From an optimization exercise on the open Yosys and OpenROAD flow, aimed at small area, a short achievable clock period and few clock cycles; shortcuts taken in it are not production practice.
Where RTL was checked, it was by simulation tests only, not by an equivalence proof against the original.
Only the layout flow was run in run 5; the RTL was not checked for function there.
No activity file was given, so power comes from the tool's default toggle rates.

$ cat config.mk
export PLATFORM = sky130hd
export DESIGN_NAME = cpu
export DESIGN_NICKNAME = cpu
export VERILOG_FILES = /design/flow/design.v
export SDC_FILE = /design/flow/constraint.sdc
export NUM_CORES = 4
export LEC_CHECK = 0
export ABC_AREA = 1
export CAP_MARGIN = 20
export CORE_MARGIN = 2
export CORE_UTILIZATION = 40
export SETUP_SLACK_MARGIN = 5.0
export SLEW_MARGIN = 20
$ cat constraint.sdc
create_clock -name core_clock -period 8.0 [get_ports {clk}]
set_input_delay 1.6000 -clock core_clock [delete_from_list [all_inputs] [get_ports {clk}]]
set_output_delay 1.6000 -clock core_clock [all_outputs]
set_load 0.01 [all_outputs]
$ cat design.v
module ALUb
	(output wire [7:0] Result,
	 output wire [3:0] NZVC,
	 input  wire [7:0] A, B,
	 input  wire y_b, y_nb, y_one, cin, pen, gen, arith, cinv);
	wire [7:0] Y = (B & {8{y_b}}) | (~B & {8{y_nb}}) | {8{y_one}};
	wire [7:0] p = A ^ Y;
	wire [7:0] g = A & Y;
	wire [8:0] c;
	assign c[0] = cin;
	genvar i;
	generate for (i = 0; i < 8; i = i + 1) begin : chain
		assign c[i+1] = (g[i] & arith) | (p[i] & c[i]);
	end endgenerate
	wire [7:0] lr = (p & {8{pen}}) ^ (g & {8{gen}});
	assign Result = lr ^ c[7:0];
	assign NZVC = {Result[7], 1'b0, c[8] ^ c[7], c[8] ^ cinv};
endmodule
module cpu
	(output wire [7:0] address,
	 output wire [7:0] to_memory,
	 output wire write,
	 input  wire [7:0] from_memory,
	 input  wire clk, reset);
	localparam [3:0] S_OP = 4'd0, S_IMM = 4'd1, S_DLD = 4'd2, S_DST = 4'd3, S_BR = 4'd4,
	                 S_LD1 = 4'd5, S_LD2 = 4'd6, S_WR = 4'd7, S_HALT = 4'd8;
	reg [7:0] A, B, AR, RP;
	reg [3:0] F;           
	reg zpend, zsrc;
	wire z_now = zpend ? ~|(zsrc ? B : A) : F[2];
	reg [3:0] irl;         
	reg [3:0] st;
	reg aluv, fast, cap, pv;
	wire [7:0] d = from_memory;
	assign address = AR;
	reg [7:0] W;
	reg wr;
	assign write = wr;
	assign to_memory = W;
	wire ar_io = &AR[7:5];
	wire rp_io = &RP[7:5];
	wire ar_fastok = ~ar_io & (AR[6:0] != 7'h7F) & (AR != 8'hDF);
	wire rp_fastok = ~rp_io & (RP[6:0] != 7'h7F) & (RP != 8'hDF);
	wire same_rg = (AR[7] == RP[7]) & (ar_io == rp_io);
	wire wants = (st == S_OP) | (st == S_IMM) | (st == S_DLD) | (st == S_DST) | (st == S_BR);
	wire avail = fast | cap | ar_io;
	wire consume = wants & avail;
	wire op_alu = d[6];
	wire op_imm = d[7] & ~d[4] & ~d[0];
	wire op_dld = d[7] & ~d[4] & d[0];
	wire op_dst = d[7] & d[4];
	wire op_br  = d[5];
	wire op_valid = ((d[7:4] == 4'h4) & (d[3:0] >= 4'h2) & (d[3:0] <= 4'hD)) |
	                (d == 8'h86) | (d == 8'h88) | (d == 8'h87) | (d == 8'h89) |
	                (d == 8'h96) | (d == 8'h97) |
	                ((d[7:4] == 4'h2) & (d[3:0] <= 4'h8));
	reg bad;
	reg taken;
	always @(*) begin
		case (irl)
			4'h0: taken = 1'b1;
			4'h1: taken = F[3];
			4'h2: taken = ~F[3];
			4'h3: taken = z_now;
			4'h4: taken = ~z_now;
			4'h5: taken = F[1];
			4'h6: taken = ~F[1];
			4'h7: taken = F[0];
			default: taken = ~F[0];
		endcase
	end
	wire [3:0] o = d[3:0];
	wire dsub = (o == 4'h3);
	wire dinc = (o == 4'h6) | (o == 4'h7);
	wire ddec = (o == 4'h8) | (o == 4'h9);
	wire dadd = (o == 4'h2) | (o == 4'hD);
	wire dand = (o == 4'h4);
	wire dor  = (o == 4'h5);
	wire dnot = (o == 4'hB) | (o == 4'hC);
	reg c_yb, c_ynb, c_yone, c_cin, c_arith;
	always @(posedge clk) begin
		c_yb    <= dadd | dand | dor | (o == 4'hA);
		c_ynb   <= dsub;
		c_yone  <= ddec | dnot;
		c_cin   <= dsub | dinc;
		c_arith <= dadd | dsub | dinc | ddec;
	end
	wire c_pen   = ~(irl == 4'h4);
	wire c_gen   = (irl == 4'h4) | (irl == 4'h5);
	wire c_cinv  = (irl == 4'h3) | (irl == 4'h8) | (irl == 4'h9);
	wire alu_to_b = (irl == 4'h7) | (irl == 4'h9) | (irl == 4'hC) | (irl == 4'hD);
	wire [7:0] alu_r;
	wire [3:0] alu_f;
	ALUb alu (.Result(alu_r), .NZVC(alu_f), .A(A), .B(B),
	          .y_b(c_yb), .y_nb(c_ynb), .y_one(c_yone), .cin(c_cin), .pen(c_pen),
	          .gen(c_gen), .arith(c_arith), .cinv(c_cinv));
	wire ld_now = (st == S_IMM & consume) | (st == S_LD1 & ar_io) | (st == S_LD2);
	wire ld_b = ~irl[1];
	wire ret = (st == S_WR) | (st == S_LD1 & ar_io) | (st == S_LD2);
	wire clob = (st == S_WR) & same_rg;
	wire pv_eff = pv & ~clob;
	wire hold = (st == S_LD1) & ~ar_io & ~(same_rg & pv);
	wire sel_d = consume & ((st == S_DLD) | (st == S_DST) | ((st == S_BR) & taken));
	wire use_rp = (st == S_LD1) | (st == S_LD2) | (st == S_WR);
	wire step_a = fast | ~avail;
	wire inc = use_rp ? (ret & (pv ? (pv_eff & rp_fastok) : 1'b1)) :
	           (wants & (~step_a | ar_fastok));
	wire [7:0] base = use_rp ? RP : AR;
	wire [7:0] base1 = base + 8'd1;
	wire [7:0] nxt = sel_d ? d : hold ? AR : inc ? base1 : base;
	always @(posedge clk or negedge reset) begin
		if (!reset) begin
			A <= 8'd0; B <= 8'd0; F <= 4'd0; AR <= 8'd0;
			st <= S_OP; aluv <= 1'b0; fast <= 1'b0; cap <= 1'b0; bad <= 1'b0; zpend <= 1'b0; wr <= 1'b0;
		end else begin
			zpend <= aluv;
			if (zpend) F[2] <= z_now;
			if (aluv) begin
				{F[3], F[1:0]} <= {alu_f[3], alu_f[1:0]};
				if (alu_to_b) B <= alu_r; else A <= alu_r;
			end
			if (ld_now) begin
				if (ld_b) B <= d; else A <= d;
			end
			aluv <= consume & (st == S_OP) & op_alu;
			AR <= nxt;
			if (ret) begin
				fast <= pv_eff & rp_fastok;
				cap <= pv_eff & ~rp_fastok;
			end else if (wants) begin
				fast <= ~sel_d & step_a & ar_fastok;
				cap <= ~sel_d & step_a & ~ar_fastok;
			end
			bad <= consume & (st == S_OP) & ~op_valid;
			wr <= ~bad & consume & (st == S_DST);
			if (bad) st <= S_HALT;
			else case (st)
				S_OP:  if (consume)
					st <= op_alu ? S_OP : op_imm ? S_IMM : op_dld ? S_DLD :
					      op_dst ? S_DST : op_br ? S_BR : S_HALT;
				S_IMM, S_BR: if (consume) st <= S_OP;
				S_DLD: if (consume) st <= S_LD1;
				S_DST: if (consume) st <= S_WR;
				S_LD1: st <= ar_io ? S_OP : S_LD2;
				S_LD2, S_WR: st <= S_OP;
				default: ;
			endcase
		end
	end
	always @(posedge clk) begin
		zsrc <= alu_to_b;
		W <= irl[0] ? B : A;
		if (consume && st == S_OP) irl <= d[3:0];
		if (consume && (st == S_DLD || st == S_DST)) begin
			RP <= AR;
			pv <= fast;
		end
	end
endmodule
$ cat flow/run.sh
#!/bin/bash
# The standard layout (standard.sh), with four changes in how it is made:
#  - logic mapping with the ABC area script flow/abc_area.script (a copy of
#    the ORFS scripts folder is used, with only that file replaced; it adds
#    rounds of choice-based remapping and don't-care optimisation);
#  - timing repair aims at a setup margin of 5.4 ns instead of 5.0 ns;
#  - the port buffers are made with sky130_fd_sc_hd__buf_2;
#  - clock tree synthesis without dummy loads (otherwise ORFS's arguments).
# The design, constraints, clock period and all other settings are the standard flow's.
# The whole output of the tools goes to standard.log (and ORFS's own logs).
set -euo pipefail
here=$(pwd)
rm -rf "$here/orfs_scripts"
cp -r "$FLOW_HOME/scripts" "$here/orfs_scripts"
cp "$here/flow/abc_area.script" "$here/orfs_scripts/abc_area.script"
sed -e 's/SETUP_SLACK_MARGIN=[0-9.]*/SETUP_SLACK_MARGIN=5.4/' \
    -e "s|^make -C |make SCRIPTS_DIR=$here/orfs_scripts -C |" standard.sh > standard_custom.sh
export BUFFER_PORTS_ARGS="-buffer_cell sky130_fd_sc_hd__buf_2"
export CTS_ARGS="-sink_clustering_enable -repair_clock_nets -dont_use_dummy_load"
bash standard_custom.sh > standard.log 2>&1
$ cat flow/abc_area.script
strash
dc2
dch -f
map -B 0.9
mfs
strash
dch -f
map -B 0.9
mfs
strash
dch -f
map -B 0.9
topo
stime -c
buffer -c
upsize -c
dnsize -c
$ cat standard.sh
#!/bin/bash
# synth_recipe.tcl (not shown) runs the flow's synth.tcl, then flattens the netlist and writes it again
# the make line also repeats each setting of config.mk as NAME=value (left out here)
make -C /OpenROAD-flow-scripts/flow DESIGN_CONFIG=/design/flow/config.mk WORK_HOME=/design/flow/orfs CLKGATE_MAP_FILE= SYNTH_SCRIPT=/design/flow/synth_recipe.tcl "${@:-finish}"
==> results of run 1 <==
## worst register-to-register path, delay by kind of cell, from the launching register on
kind | cells | cell delay [ns]
AND/OR/NAND/NOR | 17 | 1.37
AO/OA/AOI/OAI | 2 | 0.15
adder cells (fa/ha/maj) | 1 | 0.31
flip-flops | 1 | 0.43
## placed cells by master (no fill, tap or decap), types with 3 or more instances in the layout
cell type / synthesis / routed
sky130_fd_sc_hd__a21oi_1: 22 / 22
sky130_fd_sc_hd__a22oi_1: 6 / 6
sky130_fd_sc_hd__a31oi_1: 3 / 3
sky130_fd_sc_hd__buf_2: 4 / 26
sky130_fd_sc_hd__clkbuf_8: 0 / 9
sky130_fd_sc_hd__dfrtp_1: 38 / 37
sky130_fd_sc_hd__dfxtp_1: 14 / 13
sky130_fd_sc_hd__edfxtp_1: 13 / 13
sky130_fd_sc_hd__ha_1: 9 / 9
sky130_fd_sc_hd__inv_1: 61 / 59
sky130_fd_sc_hd__inv_2: 9 / 9
sky130_fd_sc_hd__nand2_1: 124 / 119
sky130_fd_sc_hd__nand2_2: 9 / 14
sky130_fd_sc_hd__nand3_1: 33 / 33
sky130_fd_sc_hd__nand3_2: 3 / 3
sky130_fd_sc_hd__nand4_1: 5 / 5
sky130_fd_sc_hd__nor2_1: 41 / 41
sky130_fd_sc_hd__nor2_2: 5 / 5
sky130_fd_sc_hd__nor2_4: 4 / 4
sky130_fd_sc_hd__nor3_1: 5 / 5
sky130_fd_sc_hd__o211ai_1: 13 / 13
sky130_fd_sc_hd__o21ai_0: 36 / 36
sky130_fd_sc_hd__o21ai_1: 11 / 11
sky130_fd_sc_hd__o22ai_1: 8 / 8
sky130_fd_sc_hd__or2_1: 3 / 3
sky130_fd_sc_hd__xnor2_1: 5 / 5
sky130_fd_sc_hd__xor2_1: 12 / 12
## sequential cells by signal, indices dropped and copies added (netlist names), 4 cells and up
signal / flops
A: 8
AR: 8
B: 8
F: 4
RP: 8
W: 8
irl: 4
st: 4
## stage by stage
stage	instance area, µm²	std cells	power [µW]	hold slack, ns
final	4350	677	668	0.490
after global routing	4350	677	703	0.513
after CTS	4330	677	671	0.495
after detailed placement	4210	668	459	0.469
after global placement	4210	668	457	0.485
after floorplan	3960	517	430	0.447
## logic make-up after synthesis
family / share of synthesized area [%]
fa+ha+maj: 2.84
xor+xnor: 3.76
simple gates: 28.4
flops: 40.9
buf+inv: 7.80
compound gates: 16.2
## final timing paths
kind / startpoint / endpoint / slack [ns] / cells past startpoint
max: AR[6]$_DFFE_PN0P_ / address[6] / 5.41 / 1
min: fast$_DFFE_PN0P_ / pv$_DFFE_PP_ / 0.49 / 0
max reg2reg: B[0]$_DFF_PN0_ / A[7]$_DFF_PN0_ / 5.62 / 20
min reg2reg: fast$_DFFE_PN0P_ / pv$_DFFE_PP_ / 0.49 / 0
max in group asynchronous: reset / AR[7]$_DFFE_PN0P_ / 5.93 / 1
min in group asynchronous: reset / A[5]$_DFF_PN0_ / 1.42 / 1
## Yosys cell counts, types with 3 or more instances
library cell | n | area, µm²
sky130_fd_sc_hd__edfxtp_1 | 13 | 390
sky130_fd_sc_hd__o21ai_1 | 11 | 55.1
sky130_fd_sc_hd__a21oi_1 | 22 | 110
sky130_fd_sc_hd__nand4_1 | 5 | 31.3
sky130_fd_sc_hd__dfxtp_1 | 14 | 280
sky130_fd_sc_hd__o211ai_1 | 13 | 97.6
sky130_fd_sc_hd__nor2_4 | 4 | 45.0
sky130_fd_sc_hd__a22oi_1 | 6 | 45.0
sky130_fd_sc_hd__buf_2 | 4 | 20.0
sky130_fd_sc_hd__inv_1 | 61 | 229
sky130_fd_sc_hd__o21ai_0 | 36 | 180
sky130_fd_sc_hd__nand3_2 | 3 | 30.0
sky130_fd_sc_hd__nor2_1 | 41 | 154
sky130_fd_sc_hd__o22ai_1 | 8 | 50.1
sky130_fd_sc_hd__nor3_1 | 5 | 25.0
sky130_fd_sc_hd__xnor2_1 | 5 | 43.8
sky130_fd_sc_hd__dfrtp_1 | 38 | 951
sky130_fd_sc_hd__ha_1 | 9 | 113
sky130_fd_sc_hd__xor2_1 | 12 | 105
sky130_fd_sc_hd__a31oi_1 | 3 | 18.8
sky130_fd_sc_hd__inv_2 | 9 | 33.8
sky130_fd_sc_hd__nand2_1 | 124 | 465
sky130_fd_sc_hd__nand3_1 | 33 | 165
sky130_fd_sc_hd__nand2_2 | 9 | 56.3
sky130_fd_sc_hd__or2_1 | 3 | 18.8
sky130_fd_sc_hd__nor2_2 | 5 | 31.3
## layer usage
| layer | vias up | GRT usage, % |
|---|---|---|
| li1 | 1768 | - |
| met1 | 1689 | 30.0 |
| met2 | 113 | 30.1 |
| met3 | 18 | 3.84 |
| met4 | 0 | 7.72 |
| met5 | - | 0 |
## area by class of cell
class,count,area [µm²]
flip-flops and latches,65,1620
inverters,70,268
fillers,1001,5330
clock buffers,9,124
well taps,133,166
multi-input cells,374,2040
repair buffers,26,130
## power by group
part	leakage, µW	switching (µW)	internal [µW]	total, µW
clock network	0.0000647	111	100	212
logic	0.00131	61.3	35.9	97.2
registers	0.000667	12.6	346	359
total	0.00205	185	483	668
## what timing repair did
action / CTS / global route
buffers inserted: 0 / 0
endpoints found under the setup margin: 0 / 8
hold buffers: 0 / 0
resized for setup: 0 / 11
==> results.txt, run 1 <==
- The number of synthesized flops with an enable pin is 13.
- The via count of the first global-routing pass is 3,427.
- The synthesized netlist contains 43 unique library cells.
- The synthesis-to-layout area growth is 9.95%.
- The final total negative setup slack is 0 ns.
- The clock tree from TritonCTS is yes.
- The via total after detailed routing is 3,588.
- On the worst path, the slowest cell contributes a delay of 0.47 ns.
- At the end of the flow the core is filled with cells to 45.0%.
- The post-detailed-placement half-perimeter wirelength is 7890 µm.
- The detailed router's first-iteration violation count is 217.
- The cell area power density is 153 nW/µm².
- The final RePlAce weighted congestion is 0.912.
- The count of maximum capacitance violations is 0.
- The post-detailed-route via-to-cell ratio is 5.30.
- The clock passes through at most 2 buffers.
- The total of buffers placed on input and output ports is 26.
- The number of antenna violations at the first check in global routing is 0.
- In the synthesized netlist the dominant register cell turns out to be sky130_fd_sc_hd__dfrtp_1.
- In the synthesized netlist, the number of instances is 517.
- The post-route DRC violation count is 0.
- The worst-case clock skew is 0.0128 ns.
- STA classifies the critical path endpoint as a primary output.
- Summed over all layers, the global routing overflow is 0.
- 0 antenna diodes ended up in the layout.
- The analysis attributes to cell leakage a power of 0.00205 µW.
- The routed wire length per instance is 15.7 µm.
- The maximum number of pins on one net before global-route repair is 39.
- The number of clock sinks is 65.
- At the end of the flow, the number of nets in the layout was 565.
- The arrival time at the worst endpoint is 0.99 ns.
- The full die area is 10,700 µm².
- Setup repair after global routing left no endpoint under its margin.
- The startpoint class of the critical path is a flop.
- After synthesis, the share of flip-flops with an asynchronous set or reset is 58.5%.
- Counting flops and latches in the post-synthesis netlist gives 65.
- In this run the vertical extent of the chip is 104 µm.
- The critical path class is flop to primary output.
- The post-route netlist has 15.3% of its cells at a drive strength greater than 1.
- The total buffers and inverters traversed by the critical path is 1.
- Across the VDD grid, the largest voltage drop is 0.0734 mV.
- Of the available clock period, the critical path in the final layout requires 32.4%.
- The final critical-path required period is 2.59 ns.
- The routed length on met3 is 582 µm.
- The wire length of the first global-routing pass is 17,500 µm.
- The max-slew violation count was 0.
- Counting every net in the synthesized netlist gives 536.
- In this run the horizontal extent of the chip is 104 µm.
- STA puts the critical path data required time at 6.40 ns.
- For this configuration, the core starts out at a cell density of 40.9%.
- The flow ran to the end and the layout has no timing, DRC or antenna violations.
- The slew at the pin with the worst max-slew slack is 0.952 ns.
- The final-report hold violation count came to 0.
- Clock-pin slew was measured on the worst setup and hold paths at 0.07 ns.
- The relative slew slack is 36.5%.
- The number of levels the H-tree was split into is 3.
- The uppermost metal layer occupied by signal nets is met4.
- Setup violations remaining at the end of the flow were counted as 0.
- The achievable frequency is 0.386 GHz.
- The core area is 9680 µm².
- Prior to clock tree synthesis, the placed netlist has a worst setup slack of 5.40 ns.
- The insertion delay of the later-clocked pin in the worst-skew pair is 0.34 ns.
- The cell area that synthesis handed to floorplanning was 3960 µm².
- The min-delay analysis places its worst path in the category flop to flop.
- For this run, the number of Yosys warnings is 1.
- Among cell families on the critical path, the largest total delay comes from flip-flops.
- In this run the remaining antenna-violating nets after routing total 0.
- After synthesis, the mean cell area works out to 7.66 µm².
- The slowest stage of the critical path is the sky130_fd_sc_hd__dfrtp_1 cell.
- Sequential cells were found to cover 40.9% of the synthesized design area.
- The maximum fanout count along the critical path is 5.
- The boundary pin count is 27.
- The clock buffer count from CTS is 9.
- The pre-antenna-repair detailed-routing pass consisted of 4 iterations.
- The met2 wirelength from detailed routing is 4530 µm.
- The worst path meets setup with 5.41 ns of slack.
- The length of routed wiring on met1 is 5300 µm.
- The clock root buffer is sky130_fd_sc_hd__clkbuf_8.
- After detailed routing, the total wire length is 10,600 µm.
- Traced cell by cell, the critical path runs through buf_2.
- The floorplan has 36 rows.
- Global routing used 20.5% of the available tracks.
Testbench counts, summed over its fixed seeds: cycles 69,132.
==> inputs of run 2 (changes only) <==
--- a/design.v
+++ b/design.v
@@ -77,18 +77,18 @@
 	wire dand = (o == 4'h4);
 	wire dor  = (o == 4'h5);
 	wire dnot = (o == 4'hB) | (o == 4'hC);
-	reg c_yb, c_ynb, c_yone, c_cin, c_arith;
+	reg c_yb, c_ynb, c_yone, c_cin, c_pen, c_gen, c_arith, c_cinv, alu_to_b;
 	always @(posedge clk) begin
 		c_yb    <= dadd | dand | dor | (o == 4'hA);
 		c_ynb   <= dsub;
 		c_yone  <= ddec | dnot;
 		c_cin   <= dsub | dinc;
+		c_pen   <= ~dand;
+		c_gen   <= dand | dor;
 		c_arith <= dadd | dsub | dinc | ddec;
+		c_cinv  <= dsub | ddec;
+		alu_to_b <= (o == 4'h7) | (o == 4'h9) | (o == 4'hC) | (o == 4'hD);
 	end
-	wire c_pen   = ~(irl == 4'h4);
-	wire c_gen   = (irl == 4'h4) | (irl == 4'h5);
-	wire c_cinv  = (irl == 4'h3) | (irl == 4'h8) | (irl == 4'h9);
-	wire alu_to_b = (irl == 4'h7) | (irl == 4'h9) | (irl == 4'hC) | (irl == 4'hD);
 	wire [7:0] alu_r;
 	wire [3:0] alu_f;
 	ALUb alu (.Result(alu_r), .NZVC(alu_f), .A(A), .B(B),
==> flow/run.sh (replaced) <==
#!/bin/bash
# The standard layout (standard.sh) with three changes in how it is made:
#  - logic mapping with the ABC area script flow/abc_area.script (a copy of
#    the ORFS scripts folder is used, with only that file replaced);
#  - port buffers made with sky130_fd_sc_hd__buf_2;
#  - timing repair aiming at a setup margin of 5.5 ns.
# The design, constraints, clock period and all other settings are the standard flow's.
set -euo pipefail
here=$(pwd)
rm -rf "$here/orfs_scripts"
cp -r "$FLOW_HOME/scripts" "$here/orfs_scripts"
cp "$here/flow/abc_area.script" "$here/orfs_scripts/abc_area.script"
sed -e 's/SETUP_SLACK_MARGIN=[0-9.]*/SETUP_SLACK_MARGIN=5.5/' \
    -e "s|^make -C |make SCRIPTS_DIR=$here/orfs_scripts -C |" standard.sh > standard_custom.sh
export BUFFER_PORTS_ARGS="-buffer_cell sky130_fd_sc_hd__buf_2"
bash standard_custom.sh > standard.log 2>&1
==> flow/abc_area.script (replaced) <==
strash
&get -n
&st
&syn2
&dch -f
&nf -a
&put
strash
dch -f
map -a
amap
topo
stime -c
buffer -c
upsize -c
dnsize -c
==> run 2 against run 1 <==
Net effect: final area increased by 9.3%; flip-flop and latch count up 4; critical path type is now flop to flop; via count increased by 1.5%; wire length up 1.7%; clock power up 37%.
==> results.txt, run 2 <==
- The flow ran to the end and the layout has no timing, DRC or antenna violations.
- In this run the worst path has a maximum fanout of 8.
- Fill cells in the final layout number 828.
- The main combinational cell family by area after synthesis is compound AO/OA/AOI/OAI gates.
- The detailed router's first-iteration violation count is 264.
- The net count reported at finish is 531.
- The count of cells along the worst register-to-register path is 12.
- The slew at the pin with the worst max-slew slack is 0.889 ns.
- The final worst-path cycle share is 35.7%.
- The insertion delay of the later-clocked pin in the worst-skew pair is 0.35 ns.
- The source of the critical timing path is A[3]$_DFF_PN0_.
- The overall power is 1600 µW.
- The min-delay analysis places its worst path in the category flop to flop.
- The fraction of synthesized cell area taken by the top area cell type is 25.4%.
- The cell area power density is 337 nW/µm².
- The total number of yosys warnings is 1.
- The number of iterations in the first detailed-routing pass is 5.
- TritonCTS built the clock tree.
- Data on the critical path is required at its endpoint by 8.23 ns.
- The worst setup path is launched from a flop.
- The number of antenna violations at the first check in global routing is 0.
- The remaining number of nets flagged by the antenna check after routing is 0.
- The worst-case clock skew is 0.00795 ns.
- The multi-input combinational cells in the finished layout cover a total of 1930 µm².
- The number of synthesized flops with an enable pin is 13.
- The most common library cell in the layout ignoring fill and taps is sky130_fd_sc_hd__inv_1.
- The total of buffers placed on input and output ports is 26.
- The maximum resistive drop on vdd is 0.171 mV.
- Compared with the post-synthesis result, the final layout area differs by 26.9%.
- The final hold slack is 0.384 ns.
- The final total negative setup slack is 0 ns.
- The sequential group share of total power is 34.9%.
- The commonest cells after synthesis are 64 x sky130_fd_sc_hd__inv_1, 55 x sky130_fd_sc_hd__nor2_1, 38 x sky130_fd_sc_hd__dfrtp_1, 31 x sky130_fd_sc_hd__nand2_1, 26 x sky130_fd_sc_hd__o21ai_0.
- CTS saw 69 sinks.
- At the end of routability-driven placement, the weighted congestion stood at 0.906.
- The achievable frequency is 0.350 GHz.
- The leakage power total is 0.00205 µW.
- The via count of the first global-routing pass is 3,269.
- The clock buffer count from CTS is 9.
- The endpoint of the worst-slack reg-to-reg timing path is fast$_DFFE_PN0P_.
- Internal power comes to 962 µW.
- Per report_power, the combinational group accounts for 47.1% of the total.
- The total of endpoints with negative setup slack in the final report is 0.
- The max-slew violation count is 0.
- The core area is 9150 µm².
- Of the total power, the clock network draws 18.1%.
- In the global route stage, overall resource usage came out at 21.6%.
- The pre-CTS setup slack is 5.02 ns.
- Global routing finished with a remaining overflow of 0.
- In this run the core area contains 35 standard-cell rows.
- Detailed placement ended at an HPWL of 7410 µm.
- The library cells used most frequently in the layout, excluding fill and tap cells, are 53 x sky130_fd_sc_hd__inv_1, 49 x sky130_fd_sc_hd__nor2_1, 44 x sky130_fd_sc_hd__buf_4, 34 x sky130_fd_sc_hd__dfrtp_1, 30 x sky130_fd_sc_hd__nand2_1.
- The post-synthesis net count is 456.
- Of the total synthesized cell area, the portion taken by XOR and XNOR cells is 1.40%.
- Data on the critical path arrives at its endpoint at 3.08 ns.
- Multiplexer cells account for 0% of the synthesized area.
- The setup path with the least slack is of type flop to flop.
- Clock tree synthesis selected as its root buffer the cell sky130_fd_sc_hd__clkbuf_8.
- The post-detailed-route via-to-cell ratio is 5.80.
- The clock tree synthesis step divided the H-tree into 3 levels.
- After synthesis the netlist holds a flip-flop and latch count of 69.
- The synthesized-area fraction occupied by adder cells is 3.00%.
- The area occupied by registers is 1710 µm².
- The cell area that synthesis handed to floorplanning was 3750 µm².
- The final-report hold violation count is 0.
- The maximum buffer depth of the clock tree is 2.
- Yosys instantiated no cell more often than sky130_fd_sc_hd__inv_1.
- The floorplan step defined a die boundary enclosing 10,200 µm².
- Clock-pin slew was measured on the worst setup and hold paths at 0.08 ns.
- The worst min-delay path endpoint is zsrc$_DFF_P_.
- For this design, the CTS-stage hold fixing added 0 buffers.
- The number of diodes added for antenna fixing is 0.
- Counting I/O delays and the setup requirement, the final critical path takes 2.86 ns.
- The area fraction in compound gates after synthesis is 26.4%.
- Headroom to the max-slew limit came out at 40.7%.
- The final worst setup slack is 5.14 ns.
- The first global-routing pass estimated 16,900 µm of wire.
- Cells with a size suffix above 1 make up 27.7% of the layout.
- The overall die height is 101 µm.
- The net switching power is 641 µW.
- Setup repair after global routing could not meet its margin everywhere.
- After detailed routing, the total wire length is 10,800 µm.
- The count of maximum capacitance violations is 0.
- In this run the register-to-register setup slack is 5.14 ns.
- In this run the count of I/O pins placed on the die edge is 27.
- The number of instances on the worst hold path is 0.
- The worst setup path is captured at a flop.
- The post-route DRC violation count is 0.
- The floorplan step set the die width to 101 µm.
- Averaged over all synthesized cells, the footprint is 8.58 µm².
- In this run, distinct cell masters in the synthesized netlist total 55.
- Summed over all instances, the cell type with the most area after synthesis is sky130_fd_sc_hd__dfrtp_1.
- The sequential cell area fraction in the yosys report is 45.4%.
- By area the synthesized netlist is led by sky130_fd_sc_hd__dfrtp_1 25%, sky130_fd_sc_hd__edfxtp_1 10%, sky130_fd_sc_hd__dfxtp_1 9.6%, sky130_fd_sc_hd__inv_1 6.4%, sky130_fd_sc_hd__nor2_1 5.5%.
- In the synthesized netlist, the number of instances is 437.
- The switching share of power is 40.0%.
- The hold path startpoint is alu_to_b$_DFF_P_.
- In the final routed layout, each cell accounts on average for 17.2 µm.
- The routed layout has 3,641 vias.
- The flip-flop cell with the highest count after synthesis is sky130_fd_sc_hd__dfrtp_1.
- The synthesized netlist devotes 16.0% of its cell area to simple gates.
- After synthesis, the share of flip-flops with an asynchronous set or reset is 55.1%.
- The maximum number of pins on one net before global-route repair is 39.
- The effective utilization at floorplan is 41.0%.
- The reg-to-reg critical path startpoint is A[3]$_DFF_PN0_.
## run 2: routing by layer
layer / track usage, % / share of wire, % / vias to the layer above
met2: 31.2 / 45 / 152
met5: 0 / 0 / -
met4: 8.54 / 1.9 / 0
met3: 4.30 / 6.9 / 21
li1: - / - / 1731
met1: 31.7 / 46 / 1737
## run 2: how the worst max path moves through the flow
stage,cells past startpoint,endpoint,slack [ns]
floorplan,12,fast$_DFFE_PN0P_,5.39
global placement,7,bad$_DFF_PN0_,5.11
detailed placement,15,AR[7]$_DFFE_PN0P_,5.02
CTS,11,AR[3]$_DFFE_PN0P_,5.16
global route,15,AR[7]$_DFFE_PN0P_,5.04
finish,12,fast$_DFFE_PN0P_,5.14
## run 2: layout make-up
class | count | area share [%]
tap | 111 | 2.92
sequential | 69 | 35.9
inverter | 68 | 5.65
timing repair buffer | 72 | 10.9
multi-input combinational | 292 | 40.5
clock buffer | 16 | 4.23
## run 2: cell families after synthesis
family,count (synthesis)
AO/OA/AOI/OAI,147
XOR/XNOR,6
adder cells (fa/ha/maj),9
buffers and inverters,76
flip-flops,69
AND/OR/NAND/NOR,130
## run 2: timing repair
| action | 4_1_cts | 5_1_grt |
|---|---|---|
| resized for setup | 25 | 17 |
| buffers inserted | 34 | 10 |
| pin swaps | 15 | 15 |
| endpoints found under the setup margin | 38 | 36 |
| gates cloned | 0 | 0 |
| hold endpoints to repair | 0 | 0 |
## run 2: critical path, cell delays in order, from the launching register on
cell	delay [ns]
sky130_fd_sc_hd__dfrtp_1	0.40
sky130_fd_sc_hd__or4_1	0.49
sky130_fd_sc_hd__or3_1	0.33
sky130_fd_sc_hd__nor4_2	0.19
sky130_fd_sc_hd__o22ai_2	0.15
sky130_fd_sc_hd__o311ai_1	0.25
sky130_fd_sc_hd__a31oi_1	0.09
sky130_fd_sc_hd__nor3_2	0.26
sky130_fd_sc_hd__nor2_4	0.13
sky130_fd_sc_hd__clkinv_4	0.10
sky130_fd_sc_hd__nor2_4	0.04
sky130_fd_sc_hd__a32oi_1	0.20
sky130_fd_sc_hd__o32ai_1	0.10
## run 2: power by group through the flow
stage | Clock (µW) | Sequential (µW) | Combinational (µW)
3_5_place_dp | 0 | 576 | 564
3_3_place_gp | 0 | 578 | 554
4_1_cts | 290 | 556 | 697
5_1_grt | 309 | 571 | 824
2_1_floorplan | 0 | 555 | 413
6_report | 290 | 559 | 755
## run 2: stage by stage
stage | std cells | instance area, µm² | utilization (%)
floorplan | 437 | 3830 | -
global placement | 568 | 4080 | 44.6
detailed placement | 568 | 4080 | 44.6
CTS | 618 | 4630 | 50.6
global route | 628 | 4760 | 52.0
finish | 628 | 4760 | 52.0
Testbench counts of run 2, summed over its fixed seeds: cycles 69,132.
==> inputs of run 3 (changes only) <==
==> flow/abc_area.script (replaced) <==
strash
dc2
dch -f
map -D 1800
strash
dch -f
map -D 1800
topo
stime -c
buffer -c
upsize -c
dnsize -c
==> run 3 against run 2 <==
Net effect: still clean on timing, DRC and antenna; clock skew up 0.0026 ns; global-route usage fell by 0.33 points; critical path depth down 10; clock power shrank 12%; worst setup slack better by 0.22 ns; first-iteration DRC count shrank 14%; largest cell class unchanged.
==> results.txt, run 3 <==
- Of all nets on the critical path, the largest fanout is 3.
- The overall die height is 102 µm.
- In this run the number of H-tree levels came out at 3.
- The worst hold path belongs to the class flop to flop.
- Summed over all nets, the half-perimeter wirelength after detailed placement is 7110 µm.
- The insertion delay of the later-clocked pin in the worst-skew pair is 0.36 ns.
- The final worst setup slack is 5.36 ns.
- Sequential cells burn 48.5% of the power.
- By startpoint and endpoint, the worst setup path is classified as flop to primary output.
- In the post-synthesis netlist, the cell with the most instances is sky130_fd_sc_hd__nand2_1.
- TritonCTS built the clock tree.
- Setup repair after global routing could not meet its margin everywhere.
- The floorplan step defined a die boundary enclosing 10,400 µm².
- The total area inside the core boundary comes to 9240 µm².
- The number of flip-flops and latches in the synthesized netlist is 69.
- The number of iterations in the first detailed-routing pass is 5.
- The number of antenna diodes in the final layout is 0.
- In the layout the commonest cells are 97 x sky130_fd_sc_hd__nand2_1, 45 x sky130_fd_sc_hd__inv_1, 41 x sky130_fd_sc_hd__nor2_1, 38 x sky130_fd_sc_hd__dfrtp_1, 36 x sky130_fd_sc_hd__o21ai_0.
- The met2 wirelength from detailed routing is 4600 µm.
- The remaining number of nets flagged by the antenna check after routing is 0.
- Global routing used 21.3% of the available tracks across all layers.
- Of the cells placed in the final design, the portion with a size suffix greater than 1 is 22.1%.
- Timing analysis after detailed placement gives a worst setup slack of 5.14 ns.
- The detailed router's first-iteration violation count is 227.
- The number of clock sinks is 69.
- The average cell area after synthesis is 8.01 µm².
- The via count of the first global-routing pass is 3,262.
- The synthesis-to-layout area growth is 20.5%.
- The worst-case IR drop observed on VDD is 0.0804 mV.
- For the pin with the worst max-slew slack, the measured transition is 0.926 ns.
- The number of antenna violations at the first check in global routing is 0.
- The switching share of power is 29.9%.
- The distinct cell type count of the synthesized netlist is 43.
- The initial utilization of the core area, before any placement, comes to 41.4%.
- On the final layout, the worst hold slack is 0.391 ns.
- For this block, wires on met1 add up to 5000 µm.
- The worst-case clock skew is 0.0105 ns.
- In this run the static leakage power is 0.00204 µW.
- STA classifies the critical path endpoint as a primary output.
- The fraction of synthesized cell area taken by the top area cell type is 24.9%.
- The wire length of the first global-routing pass is 16,700 µm.
- The internal portion of the total power is 567 µW.
- For this design the total switching power over the nets is 242 µW.
- The share of synthesized flip-flops with an asynchronous set or reset is 55.1%.
- The final critical-path required period is 2.64 ns.
- By area the synthesized netlist is led by sky130_fd_sc_hd__dfrtp_1 25%, sky130_fd_sc_hd__edfxtp_1 10%, sky130_fd_sc_hd__nand2_1 9.9%, sky130_fd_sc_hd__dfxtp_1 9.4%, sky130_fd_sc_hd__o21ai_0 5.1%.
- In this run the core area contains 35 standard-cell rows.
- For this run, the leading register cell type out of synthesis is sky130_fd_sc_hd__dfrtp_1.
- The total of buffers placed on input and output ports is 26.
- The arrival time at the worst endpoint is 1.04 ns.
- Buffers inserted to repair hold after CTS numbered 0.
- The clock buffer count from CTS is 9.
- Adding up every negative setup slack in the final design gives 0 ns.
- The final-report hold violation count is 0.
- Setup violations remaining at the end of the flow were counted as 0.
- Measured along the x axis, the die boundary spans 102 µm.
- The synthesized netlist occupies a cell area of 3820 µm².
- The cell type contributing the most total cell area after synthesis is sky130_fd_sc_hd__dfrtp_1.
- Pin placement for this block handled 27 I/O pins.
- The post-synthesis net count is 496.
- Max-cap violations in this run came to 0.
- The cell count after synthesis came out at 477.
- The relative slew slack is 38.3%.
- The max-slew violation count is 0.
- After clock tree synthesis, the clock-pin slew on the worst setup and hold paths is 0.08 ns.
- The synthesized design contains 13 enable-type register cells.
- The via total after detailed routing is 3,569.
- At the end of routability-driven placement, the weighted congestion stood at 0.892.
- Based on the critical path, the design can be clocked at up to 0.379 GHz.
- The startpoint class of the critical path is a flop.
- Of the total power, the clock network draws 31.5%.
- After synthesis, the most frequently instantiated cells are 101 x sky130_fd_sc_hd__nand2_1, 47 x sky130_fd_sc_hd__inv_1, 43 x sky130_fd_sc_hd__nor2_1, 39 x sky130_fd_sc_hd__o21ai_0, 38 x sky130_fd_sc_hd__dfrtp_1.
- The maximum buffer depth of the clock tree is 2.
- Entering global routing, the biggest net connects 39 pins.
- The final worst-path cycle share is 33.0%.
- The net count reported at finish is 553.
- Of the total power, combinational logic draws 20.0%.
- The clock root buffer is sky130_fd_sc_hd__clkbuf_8.
- Summed over all layers, the routed wires come to 10,400 µm.
- The total congestion overflow is 0.
- The routed wire length per instance is 15.5 µm.
- The most common library cell in the layout ignoring fill and taps is sky130_fd_sc_hd__nand2_1.
- The flow ran to the end and the layout has no timing, DRC or antenna violations.
- The uppermost metal layer occupied by signal nets is met4.
- STA puts the critical path data required time at 6.40 ns.
- The sequential cell area fraction in the yosys report is 44.5%.
- Wire segments on met3 add up to 539 µm in the final route.
- The cell area power density is 176 nW/µm².
- For this run, the number of Yosys warnings is 1.
- The post-route DRC violation count is 0.
- In the routed layout, each cell is associated on average with a via count of 5.34.
-- run 3: per-layer routing --
layer  GRT usage (%)  up-vias
li1                -     1736
met1            30.8     1705
met2            31.3      112
met3            3.45       16
met4            9.25        0
met5               0        -
-- run 3: final cells by class --
| type | count | area [µm²] |
|---|---|---|
| Inverter | 59 | 221 |
| Timing Repair Buffer | 58 | 387 |
| Clock buffer | 14 | 153 |
| Sequential cell | 69 | 1700 |
| Multi-Input combinational cell | 337 | 1970 |
| Clock inverter | 2 | 10.0 |
| Tap cell | 129 | 161 |
| Fill cell | 864 | 4640 |
-- run 3: power by group through the flow --
stage	sequential, µW	clock [µW]	combinational [µW]
after global routing	396	273	183
after floorplan	393	0	102
after detailed placement	399	0	130
after global placement	399	0	128
final	393	255	162
after CTS	392	256	144
-- run 3: metrics by stage --
stage	total power [µW]	instance area (µm²)	utilization, %	cells
floorplan	494	3850	-	477
global placement	527	4080	44.2	620
detailed placement	529	4080	44.2	620
CTS	792	4410	47.7	652
global route	852	4600	49.8	668
finish	810	4600	49.8	668
-- run 3: logic make-up after synthesis --
kind of cell | count (synthesis) | share of synthesized area, %
xor gates and xnor gates | 22 | 5.04
AOI/OAI and AO/OA | 123 | 19.7
adders and majority gates | 9 | 2.95
buffers and inverters | 71 | 7.24
and+or+nand+nor | 183 | 20.5
DFF | 69 | 44.5
-- run 3: worst paths after layout --
kind                                endpoint         startpoint  slack [ns]  depth (start not counted)
setup / recovery                  address[6]  AR[6]$_DFFE_PN0P_        5.36                          2
max in group asynchronous  st[0]$_DFFE_PN0P_              reset        6.04                          1
min in group asynchronous  AR[3]$_DFFE_PN0P_              reset        1.37                          1
hold / removal                  zsrc$_DFF_P_   alu_to_b$_DFF_P_        0.39                          0
hold reg to reg                 zsrc$_DFF_P_   alu_to_b$_DFF_P_        0.39                          0
setup reg to reg           AR[7]$_DFFE_PN0P_  AR[5]$_DFFE_PN0P_        5.46                         14
-- run 3: repair_timing --
item / in CTS / in global routing
setup endpoints to repair: 25 / 34
setup buffers: 16 / 16
gates resized for setup: 12 / 19
pin swaps: 14 / 16
-- run 3: worst max-delay path: stages (launching register included) --
cell                      delay (ns)
sky130_fd_sc_hd__dfrtp_1        0.40
sky130_fd_sc_hd__buf_4          0.15
sky130_fd_sc_hd__buf_2          0.13
==> inputs of run 4 (changes only) <==
==> flow/abc_area.script (replaced) <==
strash
dc2
dch -f
map -a
strash
dch -f
map -a
topo
stime -c
buffer -c
upsize -c
dnsize -c
==> run 4 against run 3 <==
Net effect: register-to-register slack got worse by 0.04 ns; critical path depth unchanged; synthesized cell count up 1.0%; sequential power hardly changed; total power rose by 6.0%; sequential share of layout area fell by 1.3 points; flip-flop and latch count did not move; clock-buffer cell count decreased by 1; final cell count down 0.60%; die area is 1.6% higher; final area grew 3.7%; non-clock buffer count down 9.
==> results.txt, run 4 <==
- The standard cell with the maximum stage delay on the critical path is sky130_fd_sc_hd__dfrtp_2.
- The maximum number of pins on one net before global-route repair is 39.
- TritonCTS built the clock tree.
- The number of placed instances, taps included, is 625.
- 0 antenna diodes ended up in the layout.
- The share of synthesized flip-flops with an asynchronous set or reset is 55.1%.
- The sequential cell area fraction in the yosys report is 43.8%.
- The remaining number of nets flagged by the antenna check after routing is 0.
- Ranked by total cell area, the synthesized netlist is headed by sky130_fd_sc_hd__dfrtp_1 24%, sky130_fd_sc_hd__edfxtp_1 10%, sky130_fd_sc_hd__nand2_1 9.6%, sky130_fd_sc_hd__dfxtp_1 9.3%, sky130_fd_sc_hd__o21ai_0 5.0%.
- The fraction of power consumed by combinational cells is 19.9%.
- The slew at the pin with the worst max-slew slack is 0.962 ns.
- The synthesized design contains 69 register bits.
- The achievable frequency is 0.381 GHz.
- The max-slew violation count is 0.
- The final RePlAce weighted congestion is 0.865.
- The via count of the first global-routing pass is 3,470.
- The worst hold path class is flop to flop.
- For this design the ratio of total power to cell area is 180 nW/µm².
- The switching share of power is 29.3%.
- The cell count after synthesis is 482.
- STA classifies the critical path endpoint as a primary output.
- The worst setup slack for register-to-register paths is 5.42 ns.
- Sequential cells burn 45.8% of the power.
- Among the stages of the critical path, the cell type that occurs most often is sky130_fd_sc_hd__buf_6.
- The die is 103 µm tall.
- After detailed routing, the total wire length is 10,700 µm.
- In this run the core area contains 35 standard-cell rows.
- The number of antenna violations at the first check in global routing came to 0.
- The flow ran to the end and the layout has no timing, DRC or antenna violations.
- In this run, the number of DRC markers left after iteration 0 of detailed routing was 161.
- Clock tree synthesis found a total of 69 sinks.
- Counting every net in the synthesized netlist gives 501.
- The post-detailed-placement half-perimeter wirelength is 7560 µm.
- The final cell count without fillers is 664.
- The post-route DRC violation count is 0.
- The library cell used most frequently in the layout, excluding fill and tap cells, is sky130_fd_sc_hd__nand2_1.
- STA classifies the critical path startpoint as a flop.
- Each instance of the synthesized netlist takes up on average 8.06 µm².
- The number of synthesized flops with an enable pin is 13.
- The boundary pin count is 27.
- The synthesis-to-layout area growth is 22.9%.
- The net switching power is 251 µW.
- The total internal power is 607 µW.
- The post-detailed-route via-to-cell ratio is 5.31.
- Ranked by instance count, the synthesized netlist is headed by 99 x sky130_fd_sc_hd__nand2_1, 52 x sky130_fd_sc_hd__inv_1, 39 x sky130_fd_sc_hd__nor2_1, 39 x sky130_fd_sc_hd__o21ai_0, 38 x sky130_fd_sc_hd__dfrtp_1.
- Measured along the x axis, the die boundary spans 103 µm.
- The clock root buffer is sky130_fd_sc_hd__clkbuf_8.
- The initial utilization of the core area, before any placement, comes to 41.6%.
- The number of iterations in the first detailed-routing pass is 5.
- Setup violations remaining at the end of the flow were counted as 0.
- The final-report hold violation count is 0.
- In this run the cell area of the synthesized design comes to 3880 µm².
- The H-tree was split into 3 levels.
- The worst-case clock skew is 0.0129 ns.
- The clock period could shrink to 2.63 ns.
- At the worst endpoint, the required time is 6.40 ns.
- Summed over all failing endpoints, the final setup total negative slack is 0 ns.
- For this run, the number of Yosys warnings is 1.
- The via total after detailed routing is 3,524.
- The clock buffer count from CTS is 9.
- Clock-pin slew was measured on the worst setup and hold paths at 0.08 ns.
- The count of maximum capacitance violations is 0.
- The fraction of synthesized cell area taken by the top area cell type is 24.5%.
- The first global-routing pass estimated 17,000 µm of wire.
- In the final layout, the share of cells above drive strength 1 is 25.2%.
- The most numerous cell in the Yosys netlist is sky130_fd_sc_hd__nand2_1.
- Setup repair after global routing could not meet its margin everywhere.
- The maximum resistive drop on vdd is 0.0853 mV.
- In this run the tool buffered the top-level ports with 26 buffer cells.
- Summed over all cells, the static leakage comes to 0.00204 µW.
- The relative slew slack is 35.8%.
- The largest single stage delay on the critical path is 0.45 ns.
- Of the available clock period, the critical path in the final layout requires 32.8%.
- The total congestion overflow is 0.
- The critical path goes through buf_6 > buf_6.
- The net count reported at finish is 549.
- The core area is 9330 µm².
- Per report_power, the clock group accounts for 34.4% of the total.
- The full die area is 10,500 µm².
- Among all flip-flop cells after synthesis, the most frequent one is sky130_fd_sc_hd__dfrtp_1.
- After synthesis, the netlist uses 51 different library cells.
- The insertion delay of the later-clocked pin in the worst-skew pair is 0.35 ns.
- The routed wire length per instance is 16.1 µm.
- At the worst endpoint, the arrival time is 1.03 ns.
- The maximum fanout count along the critical path is 3.
- The maximum buffer depth of the clock tree is 2.
- The critical path in this run is classified as flop to primary output.
- Final hold analysis gives a worst-case slack of 0.360 ns.
- Global routing consumed, over all layers together, 21.4% of the routing resources.
- The hold buffer count at cts is 0.
- In the layout the commonest cells are 96 x sky130_fd_sc_hd__nand2_1, 47 x sky130_fd_sc_hd__inv_1, 37 x sky130_fd_sc_hd__dfrtp_1, 37 x sky130_fd_sc_hd__nor2_1, 32 x sky130_fd_sc_hd__o21ai_0.
- Of all cell types, the one taking the most synthesized area is sky130_fd_sc_hd__dfrtp_1.
run 4: final cells by class:
cell class              instances  area [µm²]
repair buffers                 49         360
flip-flops and latches         69        1700
fillers                       882        4550
well taps                     129         161
multi-input cells             339        2100
inverters                      62         239
clock inverters                 3        15.0
clock buffers                  13         191
run 4: per-stage QoR:
step | power, µW | instance area (µm²) | utilization (%) | setup WS, ns
after floorplan | 500 | 3900 | - | 5.50
after global placement | 534 | 4120 | 44.2 | 5.17
after detailed placement | 538 | 4120 | 44.2 | 5.07
after CTS | 852 | 4480 | 48.0 | 5.27
after global routing | 899 | 4770 | 51.2 | 5.26
final | 859 | 4770 | 51.2 | 5.37
run 4: routing by layer:
layer  part of all wire, %  track usage, %  vias up  wire length [µm]
li1                      -               -     1727                 -
met1                    41            25.1     1679              4420
met2                    51            37.6       97              5440
met3                   5.3            5.22       21               567
met4                   2.3            8.92        0               240
met5                     0               0        -                 0
run 4: power groups by stage:
stage,Sequential (µW),Combinational (µW),Clock [µW]
after floorplan,393,107,0
after global placement,400,135,0
after global routing,395,189,315
after CTS,392,157,303
after detailed placement,399,138,0
final,393,171,295
run 4: cell families (layout without fill, tap and decap cells):
family	after synthesis	in the layout	share of synthesized area, %
adder cells (fa/ha/maj)	9	9	2.90
XOR/XNOR	20	20	4.51
AND/OR/NAND/NOR	183	183	20.5
buffers and inverters	74	127	7.70
AO/OA/AOI/OAI	127	127	20.6
flip-flops	69	69	43.8
run 4: repair_timing:
action	CTS	global route
endpoints found under the setup margin	27	30
setup buffers	14	8
cloned	0	1
gates resized for setup	11	51
pin swaps	10	25
run 4: final timing paths:
kind                            cells past startpoint                 to         startpoint
worst min-delay path                                0       zsrc$_DFF_P_   alu_to_b$_DFF_P_
worst max register to register                     14   F[0]$_DFFE_PN0P_     B[0]$_DFF_PN0_
worst min register to register                      0       zsrc$_DFF_P_   alu_to_b$_DFF_P_
max in group asynchronous                           1  AR[7]$_DFFE_PN0P_              reset
worst max-delay path                                2         address[7]  AR[7]$_DFFE_PN0P_
min in group asynchronous                           1  AR[0]$_DFFE_PN0P_              reset
run 4: worst max-delay path: cells and delay by family, from the launching register on:
family   cells  cell delay (ns)
flops        1             0.45
buf+inv      2             0.24
==> inputs of run 5 (changes only) <==
--- a/design.v
+++ b/design.v
@@ -33,10 +33,8 @@
 	reg aluv, fast, cap, pv;
 	wire [7:0] d = from_memory;
 	assign address = AR;
-	reg [7:0] W;
-	reg wr;
-	assign write = wr;
-	assign to_memory = W;
+	assign write = (st == S_WR);
+	assign to_memory = irl[0] ? B : A;
 	wire ar_io = &AR[7:5];
 	wire rp_io = &RP[7:5];
 	wire ar_fastok = ~ar_io & (AR[6:0] != 7'h7F) & (AR != 8'hDF);
@@ -69,7 +67,7 @@
 			default: taken = ~F[0];
 		endcase
 	end
-	wire [3:0] o = d[3:0];
+	wire [3:0] o = irl;
 	wire dsub = (o == 4'h3);
 	wire dinc = (o == 4'h6) | (o == 4'h7);
 	wire ddec = (o == 4'h8) | (o == 4'h9);
@@ -77,18 +75,15 @@
 	wire dand = (o == 4'h4);
 	wire dor  = (o == 4'h5);
 	wire dnot = (o == 4'hB) | (o == 4'hC);
-	reg c_yb, c_ynb, c_yone, c_cin, c_pen, c_gen, c_arith, c_cinv, alu_to_b;
-	always @(posedge clk) begin
-		c_yb    <= dadd | dand | dor | (o == 4'hA);
-		c_ynb   <= dsub;
-		c_yone  <= ddec | dnot;
-		c_cin   <= dsub | dinc;
-		c_pen   <= ~dand;
-		c_gen   <= dand | dor;
-		c_arith <= dadd | dsub | dinc | ddec;
-		c_cinv  <= dsub | ddec;
-		alu_to_b <= (o == 4'h7) | (o == 4'h9) | (o == 4'hC) | (o == 4'hD);
-	end
+	wire c_yb    = dadd | dand | dor | (o == 4'hA);
+	wire c_ynb   = dsub;
+	wire c_yone  = ddec | dnot;
+	wire c_cin   = dsub | dinc;
+	wire c_pen   = ~dand;
+	wire c_gen   = dand | dor;
+	wire c_arith = dadd | dsub | dinc | ddec;
+	wire c_cinv  = dsub | ddec;
+	wire alu_to_b = (o == 4'h7) | (o == 4'h9) | (o == 4'hC) | (o == 4'hD);
 	wire [7:0] alu_r;
 	wire [3:0] alu_f;
 	ALUb alu (.Result(alu_r), .NZVC(alu_f), .A(A), .B(B),
@@ -111,7 +106,7 @@
 	always @(posedge clk or negedge reset) begin
 		if (!reset) begin
 			A <= 8'd0; B <= 8'd0; F <= 4'd0; AR <= 8'd0;
-			st <= S_OP; aluv <= 1'b0; fast <= 1'b0; cap <= 1'b0; bad <= 1'b0; zpend <= 1'b0; wr <= 1'b0;
+			st <= S_OP; aluv <= 1'b0; fast <= 1'b0; cap <= 1'b0; bad <= 1'b0; zpend <= 1'b0;
 		end else begin
 			zpend <= aluv;
 			if (zpend) F[2] <= z_now;
@@ -132,7 +127,6 @@
 				cap <= ~sel_d & step_a & ~ar_fastok;
 			end
 			bad <= consume & (st == S_OP) & ~op_valid;
-			wr <= ~bad & consume & (st == S_DST);
 			if (bad) st <= S_HALT;
 			else case (st)
 				S_OP:  if (consume)
@@ -149,7 +143,6 @@
 	end
 	always @(posedge clk) begin
 		zsrc <= alu_to_b;
-		W <= irl[0] ? B : A;
 		if (consume && st == S_OP) irl <= d[3:0];
 		if (consume && (st == S_DLD || st == S_DST)) begin
 			RP <= AR;
==> run.sh (new file) <==
#!/bin/bash
# synth_recipe.tcl (not shown) runs the flow's synth.tcl, then flattens the netlist and writes it again
# the make line also repeats each setting of config.mk as NAME=value (left out here)
make -C /OpenROAD-flow-scripts/flow DESIGN_CONFIG=/design/flow/config.mk WORK_HOME=/design/flow/orfs CLKGATE_MAP_FILE= SYNTH_SCRIPT=/design/flow/synth_recipe.tcl finish
removed: flow/run.sh
removed: flow/abc_area.script
removed: standard.sh
==> run 5 against run 4 <==
Net effect: largest power group unchanged; worst hold slack better by 0.14 ns; maximum frequency shrank 18%; total power decreased by 42%; synthesized cell count up 2.7%; clock-buffer cell count fell by 7; register-to-register slack worse by 0.52 ns; critical endpoint is now to_memory[5]; global-route usage is 0.17 points higher; via count up 2.0%; wire length up 1.5%; flip-flop and latch count decreased by 18; worst setup slack got worse by 0.58 ns.
==> results.txt, run 5 <==
- The run finished with no timing, DRC or antenna violations.
- Pin placement for this block handled 27 I/O pins.
- The core area is 9110 µm².
- The number of diodes added for antenna fixing is 0.
- The routed length on met3 is 518 µm.
- The tool flagged a number of max-cap violations equal to 0.
- The via count of the first global-routing pass is 3,441.
- The full die area is 10,000 µm².
- Along the worst path, the maximum fanout reaches 4.
- After synthesis, the netlist uses 46 different library cells.
- The final hold slack is 0.499 ns.
- Detailed routing placed a total of 5110 µm of wire on met2.
- The fraction of synthesized cell area taken by the top area cell type is 25.1%.
- The remaining number of nets flagged by the antenna check after routing is 0.
- The number of synthesized flops with an enable pin is 13.
- The overall die height is 100 µm.
- The cell type contributing the most total cell area after synthesis is sky130_fd_sc_hd__dfrtp_1.
- The total of endpoints with negative setup slack in the final report is 0.
- The most common library cell in the layout ignoring fill and taps is sky130_fd_sc_hd__nand2_1.
- The proportion of synthesized area in mux cells is 0.543%.
- The total congestion overflow is 0.
- For this block, the initial DRC count from the detailed router was 296.
- Power spread over the standard cell area amounts to 112 nW/µm².
- Timing would allow up to 0.312 GHz.
- For this run, the number of Yosys warnings is 1.
- Synthesis inferred 51 register bits.
- By count the netlist is led by 117 x sky130_fd_sc_hd__nand2_1, 57 x sky130_fd_sc_hd__nor2_1, 50 x sky130_fd_sc_hd__inv_1, 37 x sky130_fd_sc_hd__dfrtp_1, 33 x sky130_fd_sc_hd__o21ai_0.
- The die width is 100 µm.
- The maximum buffer depth of the clock tree is 2.
- The number of antenna violations at the first check in global routing is 0.
- The main combinational cell family by area after synthesis is simple AND/OR/NAND/NOR gates.
- The first detailed-routing pass ran for 5 iterations.
- The number of levels the H-tree was split into is 2.
- After Yosys synthesis, full adders, half adders and majority gates account for 3.05% of the synthesized area.
- Among all cell types in the netlist, the one instantiated most often is sky130_fd_sc_hd__nand2_1.
- The arrival time at the worst endpoint is 1.60 ns.
- Counting tap cells, the placed design contains a total of 624 instances.
- Routed signal wires occupy layers up through met4.
- The worst setup path is captured at a primary output.
- The synthesized-area fraction occupied by xor and xnor cells is 5.19%.
- Of the total synthesized cell area, the portion taken by AND, OR, NAND and NOR gates is 31.0%.
- After synthesis, the mean cell area works out to 7.45 µm².
- The max-slew violation count is 0.
- Summing the areas of all compound-gate instances in the mapped netlist gives 16.4% of the synthesized area.
- The worst setup path is launched from a flop.
- The worst-case clock skew is 0.0139 ns.
- The via total after detailed routing is 3,593.
- The share of post-route cells with drive strength above 1 is 19.6%.
- The clock-pin transition on the worst setup and hold timing paths is 0.10 ns.
- The share of synthesized flip-flops with an asynchronous set or reset is 72.5%.
- The sequential cell area fraction in the yosys report is 36.2%.
- Leaving out fill and tap cells, the most frequent cells in the layout are 116 x sky130_fd_sc_hd__nand2_1, 52 x sky130_fd_sc_hd__nor2_1, 49 x sky130_fd_sc_hd__inv_1, 34 x sky130_fd_sc_hd__dfrtp_1, 30 x sky130_fd_sc_hd__o21ai_0.
- Dividing the detail-routed via count by the number of cells gives 5.43.
- Counting the buffers created by CTS gives 5.
- The number of clock sinks is 51.
- The final worst-path cycle share is 40.1%.
- Routability-driven placement finished with a final weighted congestion of 0.915.
- The total of buffers placed on input and output ports is 26.
- The maximum resistive drop on vdd is 0.0760 mV.
- For this run, design rule violations remaining after detail routing come to 0.
- Measured on the finished design, the core utilization comes to 48.6%.
- The overall track demand over capacity in global routing is 21.6%.
- TritonCTS built the clock tree.
- The worst hold path class is flop to flop.
- Setup repair after global routing could not meet its margin everywhere.
- For this block, wires on met1 add up to 5060 µm.
- The floorplan has 35 rows.
- For this design the static power due to leakage is 0.00207 µW.
- The cell count after synthesis is 495.
- In the post-synthesis netlist, the biggest area contributors are sky130_fd_sc_hd__dfrtp_1 25%, sky130_fd_sc_hd__nand2_1 12%, sky130_fd_sc_hd__edfxtp_1 11%, sky130_fd_sc_hd__nor2_1 5.8%, sky130_fd_sc_hd__inv_1 5.1%.
- The effective utilization at floorplan is 40.5%.
- Entering global routing, the biggest net connects 38 pins.
- The final-report hold violation count is 0.
- The routed wire length per instance is 16.4 µm.
- The post-synthesis net count is 514.
- The finished layout holds 662 standard cells, fillers aside.
- The synthesis-to-layout area growth is 20.1%.
- Hold repair after CTS inserted 0 buffers.
- The post-detailed-placement half-perimeter wirelength is 7740 µm.
- Wires add up to 10,800 µm.
- The final critical-path required period is 3.20 ns.
- The first global-routing pass estimated 17,200 µm of wire.
- The relative slew slack is 40.9%.
- Summed over all failing endpoints, the final setup total negative slack is 0 ns.
- The slew at the pin with the worst max-slew slack is 0.883 ns.
- The clock root buffer is sky130_fd_sc_hd__clkbuf_8.
- After synthesis the cells add up to 3690 µm².
- At the end of the flow, the number of nets in the layout was 569.
- The critical path is of the flop to primary output type.
- The flip-flop cell with the highest count after synthesis is sky130_fd_sc_hd__dfrtp_1.
- At the later pin of the worst-skew pair, clock insertion delay measures 0.30 ns.
- At the worst endpoint, the required time is 6.40 ns.
run 5: logic make-up (layout without fill, tap and decap cells):
| logic type | Yosys count | in the layout |
|---|---|---|
| AND/OR/NAND/NOR | 249 | 249 |
| multiplexers | 2 | 2 |
| adder cells (fa/ha/maj) | 9 | 9 |
| buffers and inverters | 67 | 123 |
| XOR/XNOR | 21 | 21 |
| AO/OA/AOI/OAI | 96 | 96 |
| flip-flops | 51 | 51 |
run 5: power breakdown:
| group | switching (µW) | internal [µW] | total (µW) |
|---|---|---|---|
| registers | 4.39 | 269 | 273 |
| logic | 24.1 | 14.4 | 38.5 |
| clock network | 91.2 | 93.6 | 185 |
| total | 120 | 377 | 497 |
run 5: final cells by class:
class                           count  area, µm²
Inverter                           59        226
Sequential cell                    51       1340
Clock buffer                        6       72.6
Fill cell                         923       4680
Tap cell                          111        139
Clock inverter                      2       37.5
Multi-Input combinational cell    377       2160
Timing Repair Buffer               56        454
run 5: timing repair:
action                                  CTS  global route
endpoints found under the setup margin   27            23
pin swaps                                 1            16
hold endpoints to repair                  0             0
resized for setup                        33            23
buffers inserted                         19            11
run 5: through the flow:
step,power (µW),setup slack (ns),area (µm²)
after floorplan,297,5.04,3690
after global placement,316,4.54,4020
after detailed placement,316,4.40,4020
after CTS,497,4.93,4280
after global routing,513,4.67,4430
final,497,4.80,4430
run 5: worst max-delay path, cell delays in order, from the launching register on:
cell                            delay (ns)
sky130_fd_sc_hd__edfxtp_1             0.49
sky130_fd_sc_hd__buf_4                0.18
sky130_fd_sc_hd__buf_4                0.13
sky130_fd_sc_hd__buf_6                0.11
sky130_fd_sc_hd__nand2_1              0.06
sky130_fd_sc_hd__nand2_1              0.06
sky130_fd_sc_hd__dlygate4sd2_1        0.27
run 5: metal layers:
metal  GRT usage (%)  vias to the layer above
met2            35.6                      119
met4            4.95                        0
met3            2.44                       13
met5               0                        -
li1                -                     1767
met1            30.7                     1694
run 5: path summary, 6_finish.rpt:
path | start | to | slack (ns) | depth (start not counted)
worst max-delay path | irl[0]$_DFFE_PP_ | to_memory[5] | 4.80 | 6
worst min-delay path | bad$_DFF_PN0_ | st[2]$_DFFE_PN0P_ | 0.50 | 1
worst max register to register | irl[0]$_DFFE_PP_ | A[7]$_DFF_PN0_ | 4.90 | 26
worst min register to register | bad$_DFF_PN0_ | st[2]$_DFFE_PN0P_ | 0.50 | 1
max in group asynchronous | reset | AR[7]$_DFFE_PN0P_ | 5.99 | 1
min in group asynchronous | reset | fast$_DFFE_PN0P_ | 1.40 | 1

-- re-timing with driven ports --
Ports are ideal in the flow. The routed layouts listed here were re-timed in OpenROAD. Step 1, drivers: a clkbuf_16 drives clk and a buf_2 each remaining input, both assumed. Step 2 adds t to the input delays and takes it off the output delays; t is the mean of the earliest and latest rising clock arrival at the registers after step 1. Input paths then give back, and output paths get back, about the clock's delay inside the block. Slacks: no drivers / after step 1 / after step 2; pairs: no drivers / after step 1.
| run | t (ns) | setup WS [ns] | worst hold slack (ns) | worst setup path at the end | cell pins on the clock port's net |
|---|---|---|---|---|---|
| run 1 | 0.368 | 5.412 / 5.375 / 5.363 | 0.490 / 0.490 / 0.490 | input to register | 1 |
| run 2 | 0.378 | 5.144 / 5.144 / 5.091 | 0.384 / 0.384 / 0.384 | input to register | 1 |
| run 3 | 0.387 | 5.361 / 5.328 / 5.061 | 0.391 / 0.391 / 0.391 | input to register | 1 |
| run 4 | 0.379 | 5.373 / 5.341 / 5.273 | 0.360 / 0.360 / 0.360 | input to register | 1 |
| run 5 | 0.330 | 4.796 / 4.763 / 4.898 | 0.499 / 0.499 / 0.499 | input to register | 1 |
After both steps every run listed still meets setup and hold. For run 3, which loses most, drivers alone change the setup slack by -0.033 ns; drivers and shift together by -0.300 ns.
